Source: an optimization exercise on an open RTL-to-GDS flow (aim: small area). Production flows keep margins and buffers that such runs may drop. Function was checked by simulation only, so behaviour that the tests miss may differ from the original. Power is estimated from default activity; no workload was simulated.

## run A
==> flow/design.v <==
`timescale 1ns / 1ps
module check_receive_window (
	input clk,
	input rst_n,
	input [63:0] in_tt_data,
	input [7:0] in_tt_ctrl,
	input in_tt_wr,
	input in_buffer_rdy,
	input in_table_wr,
	input [15:0] in_port_number,
	input [15:0] in_buffer_number,
	input [63:0] in_window_start,
	input [63:0] in_window_end,
	input [63:0] in_global_time,
	input [15:0] in_flow_id,
	input in_tt_flag,
	input [15:0] in_tt_length,
	output reg out_tt_flag_clear,
	output [63:0] out_buffer_data,
	output [7:0] out_buffer_ctrl,
	output out_buffer_wr,
	output out_tt_rdy,
	output [3:0] out_switch_port,
	output [3:0] out_switch_buffer,
	output reg out_table_rdy
);
	localparam [3:0] CT0 = 4'b0000;    
	localparam [3:0] CT1 = 4'b0001;    
	localparam [3:0] CT2 = 4'b0011;    
	localparam [3:0] CID = 4'b0111;    
	localparam [3:0] DROP = 4'b0100;   
	localparam [3:0] WD0 = 4'b0110;    
	localparam [3:0] WD1 = 4'b1110;    
	localparam [3:0] WD2 = 4'b1010;    
	localparam [3:0] WD3 = 4'b0010;    
	reg entry_active;           
	reg armed;                  
	reg [3:0] port_onehot;
	reg [3:0] buffer_number;
	reg [63:0] window_start;
	reg [63:0] window_end;
	reg [15:0] flow_id;
	reg [15:0] tt_length;
	reg [3:0] pstate;
	reg header_ok;
	reg [63:0] word_a;          
	reg [63:0] word_b;          
	wire carry4 = window_end[3] | (window_end[2] & window_end[1]);
	wire [63:0] end_plus;
	wire [63:4] inc_c;
	assign end_plus[0] = window_end[0];
	assign end_plus[1] = ~window_end[1];
	assign end_plus[2] = window_end[2] ^ window_end[1];
	assign end_plus[3] = ~(window_end[3] ^ (window_end[2] & window_end[1]));
	genvar gi;
	generate
		for (gi = 4; gi < 64; gi = gi + 1) begin : inc
			assign end_plus[gi] = window_end[gi] ^ inc_c[gi];
			if (gi == 4) begin : first
				assign inc_c[gi] = carry4;
			end else if ((gi - 4) % 8 == 0) begin : blk
				assign inc_c[gi] = carry4 & (&window_end[gi - 1:4]);
			end else begin : mid
				assign inc_c[gi] = window_end[gi - 1] & inc_c[gi - 1];
			end
		end
	endgenerate
	wire expired, start_ok, end_ok;
	ge64 ge_exp (.a(in_global_time), .b(end_plus), .y(expired));
	ge64 ge_start (.a(word_a), .b(window_start), .y(start_ok));
	ge64 ge_end (.a(window_end), .b(word_a), .y(end_ok));
	wire time_ok = start_ok && end_ok;
	wire id_ok = word_b[63:32] == {flow_id, tt_length};
	wire ctrl_end = in_tt_ctrl == 8'h01;
	wire take0 = pstate == CT0 && armed && in_tt_wr;
	wire take1 = pstate == CT1 && in_tt_wr;
	wire fwd_hdr = pstate[3];
	wire pass = pstate == WD3;
	always @(posedge clk or negedge rst_n) begin
		if (!rst_n) begin
			entry_active <= 1'b0;
			armed <= 1'b0;
			out_table_rdy <= 1'b0;
			out_tt_flag_clear <= 1'b0;
		end else begin
			out_table_rdy <= !entry_active && !in_table_wr;
			out_tt_flag_clear <= entry_active && expired && in_tt_flag && header_ok;
			if (!entry_active) begin
				if (in_table_wr) begin
					entry_active <= 1'b1;
					armed <= 1'b1;
				end
			end else if (expired && (!in_tt_flag || header_ok)) begin
				entry_active <= 1'b0;
			end
		end
	end
	always @(posedge clk) begin
		if (!entry_active && in_table_wr) begin
			port_onehot <= {in_port_number == 16'd4, in_port_number == 16'd3,
			                in_port_number == 16'd2, in_port_number == 16'd1};
			buffer_number <= in_buffer_number[3:0];
			window_start <= in_window_start;
			window_end <= in_window_end;
			flow_id <= in_flow_id;
			tt_length <= in_tt_length;
		end
	end
	always @(posedge clk or negedge rst_n) begin
		if (!rst_n) begin
			pstate <= CT0;
			header_ok <= 1'b0;
		end else begin
			case (pstate)
			CT0: if (take0) begin
				pstate <= CT1;
				header_ok <= 1'b0;
			end
			CT1: if (in_tt_wr) begin
				pstate <= CT2;
				header_ok <= 1'b0;
			end
			CT2: if (time_ok) begin
				pstate <= CID;
				header_ok <= 1'b1;
			end else begin
				pstate <= DROP;
			end
			CID: pstate <= id_ok ? WD0 : DROP;
			DROP: if (ctrl_end) pstate <= CT0;
			WD0: pstate <= WD1;
			WD1: pstate <= WD2;
			WD2: pstate <= ctrl_end ? CT0 : WD3;
			WD3: if (ctrl_end) pstate <= CT0;
			default: pstate <= CT0;
			endcase
		end
	end
	always @(posedge clk) begin
		if (take0 || take1) word_b <= in_tt_data;
		if (take1 || pstate == WD1) word_a <= word_b;
	end
	assign out_tt_rdy = pstate == CT0 || pstate == DROP || (pass && in_buffer_rdy);
	assign out_buffer_wr = fwd_hdr || (pass && in_tt_wr);
	assign out_buffer_data = fwd_hdr ? word_a : in_tt_data;
	assign out_buffer_ctrl = fwd_hdr ? 8'd0 : in_tt_ctrl;
	assign out_switch_port = port_onehot;
	assign out_switch_buffer = buffer_number;
endmodule
module ge64 (
	input [63:0] a,
	input [63:0] b,
	output y
);
	wire [63:0] g0 = a & ~b;
	wire [63:0] t0 = a | ~b;
	wire [31:0] g1, t1;
	wire [15:0] g2, t2;
	wire [7:0] g3, t3;
	wire [3:0] g4, t4;
	wire [1:0] g5, t5;
	genvar i;
	generate
		for (i = 0; i < 32; i = i + 1) begin : l1
			assign g1[i] = g0[2*i+1] | (t0[2*i+1] & g0[2*i]);
			assign t1[i] = t0[2*i+1] & t0[2*i];
		end
		for (i = 0; i < 16; i = i + 1) begin : l2
			assign g2[i] = g1[2*i+1] | (t1[2*i+1] & g1[2*i]);
			assign t2[i] = t1[2*i+1] & t1[2*i];
		end
		for (i = 0; i < 8; i = i + 1) begin : l3
			assign g3[i] = g2[2*i+1] | (t2[2*i+1] & g2[2*i]);
			assign t3[i] = t2[2*i+1] & t2[2*i];
		end
		for (i = 0; i < 4; i = i + 1) begin : l4
			assign g4[i] = g3[2*i+1] | (t3[2*i+1] & g3[2*i]);
			assign t4[i] = t3[2*i+1] & t3[2*i];
		end
		for (i = 0; i < 2; i = i + 1) begin : l5
			assign g5[i] = g4[2*i+1] | (t4[2*i+1] & g4[2*i]);
			assign t5[i] = t4[2*i+1] & t4[2*i];
		end
	endgenerate
	assign y = g5[1] | (t5[1] & (g5[0] | t5[0]));
endmodule
export LEC_CHECK = 0
export CAP_MARGIN = 0
export CORE_MARGIN = 2
export CORE_UTILIZATION = 75
export SLEW_MARGIN = 0
create_clock -name core_clock -period 5.0 [get_ports {clk}]
standard.sh (not shown) runs the stock make flow with config.mk's settings and CLKGATE_MAP_FILE= SYNTH_SCRIPT=/design/flow/synth_recipe.tcl, a recipe that flattens the netlist after the stock synthesis.
==> flow/flow/run.sh <==
#!/bin/bash
# ORFS layout with an area-oriented ABC mapping, smaller port buffers and a
# leaner clock tree. Everything else is the standard flow (standard.sh).
set -euo pipefail
here=$(pwd)
# copy of the ORFS scripts with only the ABC script replaced
rm -rf "$here/orfs_scripts"
cp -r "$FLOW_HOME/scripts" "$here/orfs_scripts"
cp "$here/flow/abc.script" "$here/orfs_scripts/abc_speed.script"
export SCRIPTS_DIR="$here/orfs_scripts"
export BUFFER_PORTS_ARGS="-buffer_cell sky130_fd_sc_hd__buf_1"
export CTS_ARGS="-sink_clustering_enable -repair_clock_nets -dont_use_dummy_load -buf_list sky130_fd_sc_hd__clkbuf_8 -sink_clustering_size 16 -sink_clustering_max_diameter 80"
bash standard.sh > flow_make.log 2>&1
==> flow/flow/abc.script <==
strash
dch
map -D 3000
strash
dch
map -D 3000
topo
stime -c
buffer -c
upsize -c
dnsize -c
Setup changes, run A to run B
# run A
export LEC_CHECK = 0
export CAP_MARGIN = 0
export CORE_MARGIN = 2
export CORE_UTILIZATION = 75
export SLEW_MARGIN = 0
create_clock -name core_clock -period 5.0 [get_ports {clk}]
# run B
export LEC_CHECK = 0
export CAP_MARGIN = 0
export CORE_MARGIN = 2
export CORE_UTILIZATION = 60
export SLEW_MARGIN = 0
create_clock -name core_clock -period 5.0 [get_ports {clk}]
==> flow/flow/abc.script <==
strash
dch
map -D 3000
strash
dch
map -D 3000
strash
dch
map -D 3000
strash
dch
map -D 3000
strash
dch
map -D 3000
strash
dch
map -D 3000
strash
dch
map -D 3000
strash
dch
map -D 3000
strash
dch
map -D 3000
strash
dch
map -D 3000
strash
dch
map -D 3000
strash
dch
map -D 3000
strash
dch
map -D 3000
strash
dch
map -D 3000
strash
dch
map -D 3000
strash
dch
map -D 3000
strash
dch
map -D 3000
strash
dch
map -D 3000
strash
dch
map -D 3000
strash
dch
map -D 3000
strash
dch
map -D 3000
strash
dch
map -D 3000
strash
dch
map -D 3000
strash
dch
map -D 3000
strash
dch
map -D 3000
strash
dch
map -D 3000
strash
dch
map -D 3000
strash
dch
map -D 3000
strash
dch
map -D 3000
strash
dch
map -D 3000
strash
dch
map -D 3000
strash
dch
map -D 3000
topo
stime -c
buffer -c
upsize -c
dnsize -c
==> comparison <==
Cmp run A and run B / hold slack / lower: run A
In run B the average instance area after synthesis turned out about 2% higher than in run A.
Run B gives more total of plain and repair buffers excluding clock buffers than run A did.
Run B vs run A on first-pass GRT wire length: run B is the lower one.
Compared with run A, in run B final wirelength -about 8%, number of cells upsized or downsized after cts +1.
Input-level comparison between run C and run B:
# run B
export LEC_CHECK = 0
export CAP_MARGIN = 0
export CORE_MARGIN = 2
export CORE_UTILIZATION = 60
export SLEW_MARGIN = 0
create_clock -name core_clock -period 5.0 [get_ports {clk}]
# run C
export LEC_CHECK = 0
export CAP_MARGIN = 20
export CORE_MARGIN = 2
export CORE_UTILIZATION = 40
export SLEW_MARGIN = 20
create_clock -name core_clock -period 5.0 [get_ports {clk}]
==> flow/flow/abc.script <==
strash
dch
map -D 3000
strash
dch
map -D 3000
topo
stime -c
buffer -c
upsize -c
dnsize -c
--- outcome ---
Result for run C and run B: all clean
Run comparison: run B library cell contributing the largest single delay on the critical path sky130_fd_sc_hd__edfxtp_1; run C library cell contributing the largest single delay on the critical path sky130_fd_sc_hd__or4_4
Compare run C and run B | wire length per cell lower: run C
Run C vs run B: total detailed-routing wirelength up
Compared run C vs run B, and top fanout value on the critical path is up in run C.
Between run B and run C, the flow reports area after synthesis increasing slightly.
Run C against run B: total power of the final layout climbed 4.5%, fraction of the mapped netlist area in simple logic gates climbed 1.6 points, utilization dropped 24 points, net switching power climbed 7.3%.
Edits applied to the flow inputs when going from run C to run D:
# run C
export LEC_CHECK = 0
export CAP_MARGIN = 20
export CORE_MARGIN = 2
export CORE_UTILIZATION = 40
export SLEW_MARGIN = 20
create_clock -name core_clock -period 5.0 [get_ports {clk}]
# run D
export LEC_CHECK = 0
export CAP_MARGIN = 0
export CORE_MARGIN = 2
export CORE_UTILIZATION = 75
export SLEW_MARGIN = 0
create_clock -name core_clock -period 5.0 [get_ports {clk}]
==> flow/flow/abc.script <==
strash
dch
map -D 3000
strash
dch
map -D 3000
strash
dch
map -D 3000
strash
dch
map -D 3000
strash
dch
map -D 3000
strash
dch
map -D 3000
strash
dch
map -D 3000
strash
dch
map -D 3000
strash
dch
map -D 3000
strash
dch
map -D 3000
strash
dch
map -D 3000
strash
dch
map -D 3000
strash
dch
map -D 3000
strash
dch
map -D 3000
strash
dch
map -D 3000
strash
dch
map -D 3000
strash
dch
map -D 3000
strash
dch
map -D 3000
strash
dch
map -D 3000
strash
dch
map -D 3000
strash
dch
map -D 3000
strash
dch
map -D 3000
strash
dch
map -D 3000
strash
dch
map -D 3000
strash
dch
map -D 3000
strash
dch
map -D 3000
strash
dch
map -D 3000
strash
dch
map -D 3000
strash
dch
map -D 3000
strash
dch
map -D 3000
strash
dch
map -D 3000
strash
dch
map -D 3000
topo
stime -c
buffer -c
upsize -c
dnsize -c
[summary]
- Run D: complete, dirty (negative setup slack)
- Taking run C as the reference, in run D overall power consumption went down; portion of the layout cell area used by non-clock buffers did not really move; number of placed instances, taps included went down.
- Summary of run D over run C: share of synthesized cell area in full adder, half adder and majority cells held steady, total routing usage reported by global routing grew by 20 points.
- Compared with run C, run D shows area share of xor/xnor cells in the synthesized design lower by 0.83 points.
- Of the two values seen for worst setup path startpoint, window_end[5] was produced by run C and window_end[2] by run D.
Modified inputs, run E compared to run D
# run D
export LEC_CHECK = 0
export CAP_MARGIN = 0
export CORE_MARGIN = 2
export CORE_UTILIZATION = 75
export SLEW_MARGIN = 0
create_clock -name core_clock -period 5.0 [get_ports {clk}]
# run E
export LEC_CHECK = 0
export CAP_MARGIN = 0
export CORE_MARGIN = 2
export CORE_UTILIZATION = 60
export SLEW_MARGIN = 0
create_clock -name core_clock -period 5.0 [get_ports {clk}]
--- a/flow/flow/run.sh
+++ b/flow/flow/run.sh
@@ -11,3 +11,3 @@
 export BUFFER_PORTS_ARGS="-buffer_cell sky130_fd_sc_hd__buf_1"
-export CTS_ARGS="-sink_clustering_enable -repair_clock_nets -dont_use_dummy_load -buf_list sky130_fd_sc_hd__clkbuf_8 -sink_clustering_size 16 -sink_clustering_max_diameter 80"
+export CTS_ARGS="-sink_clustering_enable -repair_clock_nets -dont_use_dummy_load -buf_list sky130_fd_sc_hd__clkbuf_8 -sink_clustering_size 20 -sink_clustering_max_diameter 60"
 bash standard.sh > flow_make.log 2>&1
==> flow/flow/abc.script <==
strash
dch
map -D 3000
strash
dch
map -D 3000
topo
stime -c
buffer -c
upsize -c
dnsize -c
## What came out
- Taking run D as the reference point, the row count of run E rises by 6.
- Diff run D and run E: share of the clock period used by the worst path after layout lower in run E
- Diff run D -> run E: wire length of the first global-routing pass lost 4600 um, number of clock-tree buffers in the layout +8.7%.
- Total of fill cells in the finished design (lower): run D
- Going from run D to run E, number of different library cells in the post-synthesis netlist grows by 5.
- Run E | status: complete | timing, DRC, antenna: pass
- On count of cell instances traversed by the critical path: run E sits below run D.


// check_receive_window: RTL as listed in full above, without the edits since
Settings: LEC_CHECK=0, CAP_MARGIN=0, CORE_MARGIN=2, CORE_UTILIZATION=60, SLEW_MARGIN=0; clock period 5.0 ns.
==> flow/flow/run.sh <==
#!/bin/bash
# ORFS layout with an area-oriented ABC mapping, smaller port buffers and a
# leaner clock tree. Everything else is the standard flow (standard.sh).
set -euo pipefail
here=$(pwd)
# copy of the ORFS scripts with only the ABC script replaced
rm -rf "$here/orfs_scripts"
cp -r "$FLOW_HOME/scripts" "$here/orfs_scripts"
cp "$here/flow/abc.script" "$here/orfs_scripts/abc_speed.script"
export SCRIPTS_DIR="$here/orfs_scripts"
export BUFFER_PORTS_ARGS="-buffer_cell sky130_fd_sc_hd__buf_1"
export CTS_ARGS="-sink_clustering_enable -repair_clock_nets -dont_use_dummy_load -buf_list sky130_fd_sc_hd__clkbuf_8 -sink_clustering_size 16 -sink_clustering_max_diameter 80"
bash standard.sh > flow_make.log 2>&1
==> flow/flow/abc.script <==
strash
dch
map -D 3000
strash
dch
map -D 3000
topo
stime -c
buffer -c
upsize -c
dnsize -c
The starting point finished clean.
Change:
--- a/flow/config.mk
+++ b/flow/config.mk
@@ -8,4 +8,4 @@
 export CAP_MARGIN = 0
 export CORE_MARGIN = 2
-export CORE_UTILIZATION = 60
+export CORE_UTILIZATION = 40
 export SLEW_MARGIN = 0
Outcome:
- power grows by 1.7%
- register-to-register slack gets better by 0.07 ns
- setup slack gets better by 0.071 ns


== job 101 ==
check_receive_window, a different RTL version from the one above (not shown whole).
For scale: ~310 flip-flops, ~15000 um^2 of cells after synthesis.
Design check_receive_window, start of the top module:
module check_receive_window (
	input clk,
	input rst_n,
	input [63:0] in_tt_data,
	input [7:0] in_tt_ctrl,
	input in_tt_wr,
	input in_buffer_rdy,
	input in_table_wr,
	input [15:0] in_port_number,
	input [15:0] in_buffer_number,
	input [63:0] in_window_start,
	input [63:0] in_window_end,
	input [63:0] in_global_time,
	input [15:0] in_flow_id,
	input in_tt_flag,
	input [15:0] in_tt_length,
	output reg out_tt_flag_clear,
	output [63:0] out_buffer_data,
	output [7:0] out_buffer_ctrl,
	output out_buffer_wr,
	output out_tt_rdy,
	output [3:0] out_switch_port,
	output [3:0] out_switch_buffer,
	output reg out_table_rdy
);
Settings: LEC_CHECK=0, CAP_MARGIN=20, CORE_MARGIN=2, CORE_UTILIZATION=40, SLEW_MARGIN=20; clock period 5.0 ns.
==> flow/flow/run.sh <==
#!/bin/bash
# ORFS layout with an area-oriented ABC mapping, smaller port buffers and a
# leaner clock tree. Everything else is the standard flow (standard.sh).
set -euo pipefail
here=$(pwd)
# copy of the ORFS scripts with only the ABC script replaced
rm -rf "$here/orfs_scripts"
cp -r "$FLOW_HOME/scripts" "$here/orfs_scripts"
cp "$here/flow/abc.script" "$here/orfs_scripts/abc_speed.script"
export SCRIPTS_DIR="$here/orfs_scripts"
export BUFFER_PORTS_ARGS="-buffer_cell sky130_fd_sc_hd__buf_1"
export CTS_ARGS="-sink_clustering_enable -repair_clock_nets -dont_use_dummy_load -buf_list sky130_fd_sc_hd__clkbuf_16 -sink_clustering_size 30 -sink_clustering_max_diameter 100"
bash standard.sh > flow_make.log 2>&1
Scripts as last shown in full above: flow/flow/abc.script
Job 101 completed every stage of the flow, and the final layout passed the timing, design-rule and antenna checks.
What job 102 does differently from job 101 at the input level:
==> flow/flow/run.sh <==
#!/bin/bash
# Standard ORFS layout with smaller port buffers and a leaner clock tree.
set -euo pipefail
export BUFFER_PORTS_ARGS="-buffer_cell sky130_fd_sc_hd__buf_1"
export CTS_ARGS="-sink_clustering_enable -repair_clock_nets -dont_use_dummy_load"
bash standard.sh > flow_make.log 2>&1
removed: flow/flow/abc.script
## What came out
Looking at via count of the first global-routing pass, job 102 sits 549 above job 101.
Job 101 → job 102: non-filler instance count after layout went down 30, TritonCTS buffer count went up 21, cell count of the worst reg-to-reg path went down 7.
Total placed cells including tap cells: job 102 < job 101
Job 101 → job 102: design area went up by 1300 um^2, final HPWL from detailed placement now larger, clock latency of the later-clocked register in the worst-skew pair higher, final wirelength climbed 9.1%.
Relative to job 102, the following input files were edited for job 103:
==> flow/flow/run.sh <==
#!/bin/bash
# ORFS layout with an area-oriented ABC mapping, smaller port buffers and a
# leaner clock tree. Everything else is the standard flow (standard.sh).
set -euo pipefail
here=$(pwd)
# copy of the ORFS scripts with only the ABC script replaced
rm -rf "$here/orfs_scripts"
cp -r "$FLOW_HOME/scripts" "$here/orfs_scripts"
cp "$here/flow/abc.script" "$here/orfs_scripts/abc_speed.script"
export SCRIPTS_DIR="$here/orfs_scripts"
export BUFFER_PORTS_ARGS="-buffer_cell sky130_fd_sc_hd__buf_1"
export CTS_ARGS="-sink_clustering_enable -repair_clock_nets -dont_use_dummy_load -buf_list sky130_fd_sc_hd__clkbuf_8 -sink_clustering_size 16 -sink_clustering_max_diameter 80"
bash standard.sh > flow_make.log 2>&1
==> flow/flow/abc.script (new file) <==
strash
dch
map -D 3000
strash
dch
map -D 3000
topo
stime -c
buffer -c
upsize -c
dnsize -c
--- outcome ---
| final core area utilization | job 103 vs job 102 | 0.98 points lower |
[job 103 vs job 102] final cell count without fillers: higher in job 103
Compared with job 102, in job 103 total power moved down, standby leakage power rose by about 4%.
The inputs of job 104 differ from those of job 103 as listed below.
-- flow/flow/run.sh --
<<< job 103, line 11
export BUFFER_PORTS_ARGS="-buffer_cell sky130_fd_sc_hd__buf_1"
export CTS_ARGS="-sink_clustering_enable -repair_clock_nets -dont_use_dummy_load -buf_list sky130_fd_sc_hd__clkbuf_8 -sink_clustering_size 16 -sink_clustering_max_diameter 80"
bash standard.sh > flow_make.log 2>&1
>>> job 104, line 11
export BUFFER_PORTS_ARGS="-buffer_cell sky130_fd_sc_hd__buf_1"
export CTS_ARGS="-sink_clustering_enable -repair_clock_nets -dont_use_dummy_load"
bash standard.sh > flow_make.log 2>&1
==> flow/flow/abc.script <==
strash
&get -n
&fraig -x
&put
scorr
dc2
strash
&get -n
&dch -f
&nf
&put
topo
stime -c
buffer -c
upsize -c
dnsize -c
Results
- Total wire length after detailed routing in job 104 is 4000 um lower than in job 103
- When the final numbers for job 103 and job 104 were put side by side, the sequential group share of total power turned out to be greater in job 103.
- | job 104 | all stages done | FAIL | negative setup slack |
- Side by side, largest net degree at the start of global routing turned out lower in job 104 than in job 103.
- Largest family of logic cells by synthesized area: compound AO/OA/AOI/OAI gates -> job 104, simple AND/OR/NAND/NOR gates -> job 103
- Setup WNS job 103 -> job 104: worse
- Classification of the worst-slack hold path: reg2reg -> job 104, in2async -> job 103
- The final standard cell count with taps included and fillers excluded in job 104 is 0.906 times that in job 103.
- Number of buffers created by CTS was lower in the run labelled job 103.
- Going from job 103 to job 104, clock period minus final worst setup slack went up 2.34 ns; overall fraction of global-route tracks in use went down 1.3 points; final-layout clock-cell area share went up 3.0 points; clock network fraction of total power went up 9.2 points; wire length of the first global-routing pass went down 5200 um.

## port drivers added, routing unchanged
How much do the figures lean on ideal ports? The routed layouts below were timed once more, with nothing changed but the port constraints. Step 1 (the two cells are an assumption about what drives the block):
set clk [get_ports {clk}]
set_driving_cell -lib_cell sky130_fd_sc_hd__clkbuf_16 $clk
set_driving_cell -lib_cell sky130_fd_sc_hd__buf_2 [delete_from_list [all_inputs] $clk]
Step 2 also shifts input and output timing later by t, the mid clock arrival at the registers, as if the neighbouring blocks saw the same clock. a / b / c = no drivers / after step 1 / after step 2; a / b = the first two.
| run | t (ns) | setup WS [ns] | slew at the worst register clock pin (ns) |
|---|---|---|---|
| run A | 0.589 | 0.217 / 0.217 / 0.217 | 0.11 / 0.11 |
| run B | 0.569 | 0.116 / 0.116 / 0.116 | 0.11 / 0.11 |
| run C | 0.627 | 0.391 / 0.391 / 0.391 | 0.11 / 0.11 |
| run D | 0.568 | -0.064 / -0.064 / -0.064 | 0.11 / 0.11 |
| run E | 0.602 | 0.319 / 0.319 / 0.319 | 0.12 / 0.12 |
| the first run of note 2 | 0.583 | 0.325 / 0.325 / 0.325 | 0.11 / 0.11 |
| the second run of note 2 | 0.626 | 0.396 / 0.396 / 0.396 | 0.11 / 0.11 |
| job 101 | 0.552 | 0.493 / 0.493 / 0.493 | 0.12 / 0.12 |
| job 102 | 0.575 | 0.416 / 0.416 / 0.416 | 0.06 / 0.06 |
| job 103 | 0.619 | 0.506 / 0.506 / 0.506 | 0.11 / 0.11 |
| job 104 | 0.550 | -1.831 / -1.831 / -2.013 | 0.06 / 0.06 |
The setup slack of job 104, which loses most, moves by 0.000 ns with the drivers and by -0.182 ns with both steps.
